Source: an optimization exercise on an open RTL-to-GDS flow (aim: small area, a short achievable clock period and few clock cycles). Production flows keep margins and buffers that such runs may drop. Power and IR drop assume default switching activity.

== v4 ==
==> flow/design.v <==
`timescale 1ns/1ps
module stream_comp_invoke_top_module_FSM_1
        #(parameter width = 10)(
        input clk, rst,
        input [width - 1 : 0] data_in_fifo,
        input [width - 1 : 0] length_in_fifo,
        input [width - 1 : 0] command_in_fifo,
        input invoke,
        input [1 : 0] next_mode_in,
        output rd_data_in_fifo,
        output rd_length_in_fifo,
        output rd_command_in_fifo,
        output [width - 1 : 0] length,
        output FC,
        output wr_out_fifo1,
        output [width - 1 : 0] result_out);
    reg [3 : 0] len_q;
    reg k1_q, k0_q;
    wire mm = ~k1_q;                  
    wire mx = k0_q;                   
    wire sm = k1_q & k0_q;            
    reg [3 : 0] cnt;
    wire busy = (cnt != 4'd0);
    wire last = (cnt == 4'd1);
    reg [width - 1 : 0] acc;
    wire inv1 = invoke & ~next_mode_in[0] & ~next_mode_in[1];
    wire inv2 = invoke & next_mode_in[0];
    wire inv3 = invoke & next_mode_in[1];
    wire ld1 = invoke & (next_mode_in[0] ~^ next_mode_in[1]);
    assign rd_command_in_fifo = inv1;
    assign rd_length_in_fifo = inv1;
    assign rd_data_in_fifo = (invoke & next_mode_in[0] & ~next_mode_in[1]) | busy;
    assign wr_out_fifo1 = inv3;
    assign FC = (invoke & (~next_mode_in[0] | (len_q == 4'd1))) | last;
    assign result_out = acc;
    assign length = {{(width - 4){1'b0}},
            ({4{inv1}} & length_in_fifo[3 : 0]) | ({4{~inv1}} & len_q)};
    wire cmd_mm = (command_in_fifo[width - 1 : 1] == 0);
    always @(posedge clk)
        len_q <= length[3 : 0];
    always @(posedge clk)
    begin
        if (ld1)
        begin
            k1_q <= ~cmd_mm;
            k0_q <= cmd_mm ? command_in_fifo[0] : (command_in_fifo == 2);
        end
    end
    always @(posedge clk)
    begin
        if (!rst)
            cnt <= 4'd0;
        else if (inv2 | busy)
            cnt <= (inv2 ? len_q : cnt) - 4'd1;
    end
    wire [width - 1 : 0] opb = sm ? acc : ~acc;
    wire [width - 1 : 0] x = data_in_fifo ^ opb;
    wire [width - 1 : 0] g = data_in_fifo & opb;
    wire g0 = g[0];
    wire g10 = g[1] | (x[1] & g0);
    wire g10c = g[1] | ((data_in_fifo[1] | opb[1]) & g0);
    wire g32 = g[3] | (x[3] & g[2]), p32 = x[3] & x[2];
    wire g54 = g[5] | (x[5] & g[4]), p54 = x[5] & x[4];
    wire g76 = g[7] | (x[7] & g[6]), p76 = x[7] & x[6];
    wire g98 = g[9] | (x[9] & g[8]), p98 = x[9] & x[8];
    wire g30 = g32 | (p32 & g10c);
    wire g74 = g76 | (p76 & g54), p74 = p76 & p54;
    wire g70 = g74 | (p74 & g30);
    wire g20 = g[2] | (x[2] & g10);
    wire g40 = g[4] | (x[4] & g30);
    wire g50 = g54 | (p54 & g30);
    wire g60 = g[6] | (x[6] & g50);
    wire g80 = g[8] | (x[8] & g70);
    wire g90 = g98 | (p98 & g70);
    wire [width : 0] cy = {g90, g80, g70, g60, g50, g40, g30, g20, g10, g0, 1'b0};
    wire [width : 0] s = {cy[width], x ^ cy[width - 1 : 0]};
    wire take_d = inv2 | (mm & (s[width] ~^ mx));
    always @(posedge clk)
    begin
        if (!rst)
            acc <= 0;
        else if (inv2 | busy)
        begin
            if (take_d)
                acc <= data_in_fifo;
            else if (sm)
                acc <= s[width - 1 : 0];
        end
    end
endmodule
export LEC_CHECK = 0
export CAP_MARGIN = 20
export CORE_AREA = 2 2 60 60
export DIE_AREA = 0 0 62 62
export SETUP_SLACK_MARGIN = 2.0
export SLEW_MARGIN = 20
create_clock -name core_clock -period 5.0 [get_ports {clk}]
standard.sh (not shown) runs the stock make flow with config.mk's settings and CLKGATE_MAP_FILE= SYNTH_SCRIPT=/design/flow/synth_recipe.tcl, a recipe that flattens the netlist after the stock synthesis.
==> flow/flow/run.sh <==
#!/bin/bash
# The standard layout with these changes:
#  - synthesis is synth_recipe.tcl with ORFS's synth.tcl, except that ABC maps
#    the combinational logic with flow/abc.script (registers are untouched:
#    they are mapped before ABC runs, so names, count and cells stay those of
#    the standard synthesis);
#  - plain buf_1 cells as the port buffers (the resizer sizes them up where
#    timing needs it);
#  - one tie cell shared by the constant outputs;
#  - no dummy clock loads in CTS, clkbuf_8 clock buffers.
set -euo pipefail
here=$(pwd)
export BUFFER_PORTS_ARGS="-buffer_cell sky130_fd_sc_hd__buf_1"
export SKIP_REPAIR_TIE_FANOUT=1
# Standard CTS arguments, without the dummy loads CTS adds for balancing,
# and with clkbuf_8 clock buffers (keeps the flip-flop clock slew low).
export CTS_ARGS="-sink_clustering_enable -repair_clock_nets -dont_use_dummy_load -buf_list sky130_fd_sc_hd__clkbuf_8"
export ABC_SCRIPT_X=$here/flow/abc.script
sed 's|^source \$::env(SCRIPTS_DIR)/synth_preamble.tcl|&\nset abc_args [lreplace $abc_args 1 1 $::env(ABC_SCRIPT_X)]\nputs "abc_args: $abc_args"|' \
    "$FLOW_HOME/scripts/synth.tcl" > "$here/synth_abc.tcl"
grep -q 'ABC_SCRIPT_X' "$here/synth_abc.tcl"
sed "s|\$::env(SCRIPTS_DIR)/synth.tcl|$here/synth_abc.tcl|" synth_recipe.tcl > "$here/synth_top.tcl"
grep -q 'synth_abc.tcl' "$here/synth_top.tcl"
sed "s|SYNTH_SCRIPT=[^ ]*|SYNTH_SCRIPT=$here/synth_top.tcl|" standard.sh > "$here/own.sh"
grep -q 'synth_top.tcl' "$here/own.sh"
bash "$here/own.sh" > standard_flow.log 2>&1
==> flow/flow/abc.script <==
strash
&get -n
&st
&dch
&nf -R 1000
&put
topo
stime -c
buffer -c
upsize -c
dnsize -c
Every stage of the flow completed for v4, and the final layout passed the timing, design-rule and antenna checks.
The following lists how v5 was set up differently from v4:
--- a/flow/design.v
+++ b/flow/design.v
@@ -33,15 +33,15 @@
     assign wr_out_fifo1 = inv3;
     assign FC = (invoke & (~next_mode_in[0] | (len_q == 4'd1))) | last;
     assign result_out = acc;
+    wire keep_len = ~invoke | (next_mode_in[0] ^ next_mode_in[1]);
     assign length = {{(width - 4){1'b0}},
-            ({4{inv1}} & length_in_fifo[3 : 0]) | ({4{~inv1}} & len_q)};
+            ({4{inv1}} & length_in_fifo[3 : 0]) | ({4{keep_len}} & len_q)};
     wire cmd_mm = (command_in_fifo[width - 1 : 1] == 0);
-    always @(posedge clk)
-        len_q <= length[3 : 0];
     always @(posedge clk)
     begin
         if (ld1)
         begin
+            len_q <= length_in_fifo[3 : 0];
             k1_q <= ~cmd_mm;
             k0_q <= cmd_mm ? command_in_fifo[0] : (command_in_fifo == 2);
         end
@@ -73,7 +73,9 @@
     wire g80 = g[8] | (x[8] & g70);
     wire g90 = g98 | (p98 & g70);
     wire [width : 0] cy = {g90, g80, g70, g60, g50, g40, g30, g20, g10, g0, 1'b0};
-    wire [width : 0] s = {cy[width], x ^ cy[width - 1 : 0]};
+    wire [width : 0] sx = {cy[width], x ^ cy[width - 1 : 0]};
+    wire s1 = (data_in_fifo[1] ^ acc[1]) ^ (~sm ^ g0);
+    wire [width : 0] s = {sx[width : 2], s1, sx[0]};
     wire take_d = inv2 | (mm & (s[width] ~^ mx));
     always @(posedge clk)
     begin
--- outcome ---
- Result: PASS for each of v5 and v4
- v5 ends up with a met3 usage that is 0.62 points lower than in v4.
- Against v4, fmax in v5 rose by a few percent.
- [v5] quantity of gates resized following cts fell 4 relative to v4
- The run showing the smaller clock network power share is v4.
- Taking v4 as the reference point, the count of flip-flops with a built-in enable after synthesis of v5 rises by 4.
- v4 ended up with adder cells as its combinational family with the most area after synthesis; v5 ended up with compound AO/OA/AOI/OAI gates.
- Post-route clock period utilization, v5 and v4, higher one = v4.
- Overall power consumption for v5: about 2.5% down relative to v4
- When v5 is measured against v4, its cell area turns out about 2.8% higher.
- Against v4, v5 reports a setup fix buffers added after clock tree synthesis that is lower.
- Cmp v5 and v4 / smallest setup slack after layout / lower: v4
- | sequential share of layout area | v5 vs v4 | 1.5 points higher |
- Post-route worst hold slack was lower in the run labelled v4.
- [compare] base=v4 new=v5: synthesized area divided by synthesized cell count now sits lower; synthesized cell count now sits higher.
Function was not checked in any run of this note: the RTL went through the layout flow alone.

---

gamma:
RTL: the design.v shown in full above, as it stands there.
clock: 5.0 ns
lec_check: 0
cap_margin: 20
core_area: 2 2 60 60
die_area: 0 0 62 62
setup_slack_margin: 1.8
slew_margin: 20
Scripts as last shown in full above: flow/flow/run.sh, flow/flow/abc.script
## Diff of input files: beta against gamma
--- a/flow/design.v
+++ b/flow/design.v
@@ -25,18 +25,19 @@
     reg [width - 1 : 0] acc;
     wire inv1 = invoke & ~next_mode_in[0] & ~next_mode_in[1];
     wire inv2 = invoke & next_mode_in[0];
     wire inv3 = invoke & next_mode_in[1];
     wire ld1 = invoke & (next_mode_in[0] ~^ next_mode_in[1]);
-    assign rd_command_in_fifo = inv1;
-    assign rd_length_in_fifo = inv1;
+    assign rd_command_in_fifo = ld1;
+    assign rd_length_in_fifo = ld1;
     assign rd_data_in_fifo = (invoke & next_mode_in[0] & ~next_mode_in[1]) | busy;
     assign wr_out_fifo1 = inv3;
     assign FC = (invoke & (~next_mode_in[0] | (len_q == 4'd1))) | last;
     assign result_out = acc;
+    wire keep_len = ~invoke | (next_mode_in[0] ^ next_mode_in[1]);
     assign length = {{(width - 4){1'b0}},
-            ({4{inv1}} & length_in_fifo[3 : 0]) | ({4{~inv1}} & len_q)};
+            ({4{inv1}} & length_in_fifo[3 : 0]) | ({4{keep_len}} & len_q)};
     wire cmd_mm = (command_in_fifo[width - 1 : 1] == 0);
     always @(posedge clk)
         len_q <= length[3 : 0];
     always @(posedge clk)
     begin
Results
The share of the yosys chip area belonging to registers on gamma is in line with that on beta.
On sequential fraction of design power: between beta and gamma, it ends up higher for beta.
beta ended with more global-route usage than gamma.
Total power: beta below gamma
beta ended with less multiplexer area fraction after synthesis than gamma.
On pin count of the biggest net entering global routing: between beta and gamma, it ends up lower for gamma.
beta has data required time of the worst path above what gamma had.
No functional check of the RTL was part of any run of this note.

==> afterwards: timing with drivers on the ports <==
The results above use ideal ports. As a check the final layouts listed here were re-extracted and re-timed, cells and wires unchanged.
Step 1 (the two cells are an assumption about what drives the block):
set clk [get_ports {clk}]
set_driving_cell -lib_cell sky130_fd_sc_hd__clkbuf_16 $clk
set_driving_cell -lib_cell sky130_fd_sc_hd__buf_2 [delete_from_list [all_inputs] $clk]
Step 2 also shifts input and output timing later by t, the mid clock arrival at the registers, as if the neighbouring blocks saw the same clock.
Slacks: ideal ports / drivers / drivers and shift; pairs: ideal ports / drivers.
run	t, ns	setup WS [ns]	worst setup path at the end	latest minus earliest clock arrival (ns)	worst slew at a driven data input, ns
v4	0.275	2.053 / 2.030 / 1.860	input to register	0.015 / 0.014	0.04
v5	0.280	2.111 / 2.090 / 1.917	input to register	0.014 / 0.014	0.03
gamma	0.273	1.952 / 1.929 / 1.727	input to register	0.010 / 0.010	0.03
beta	0.279	1.993 / 1.991 / 1.716	input to register	0.013 / 0.013	0.03
After both steps every run listed still meets setup and hold. The setup slack of beta, which loses most, moves by -0.002 ns with the drivers and by -0.277 ns with both steps.
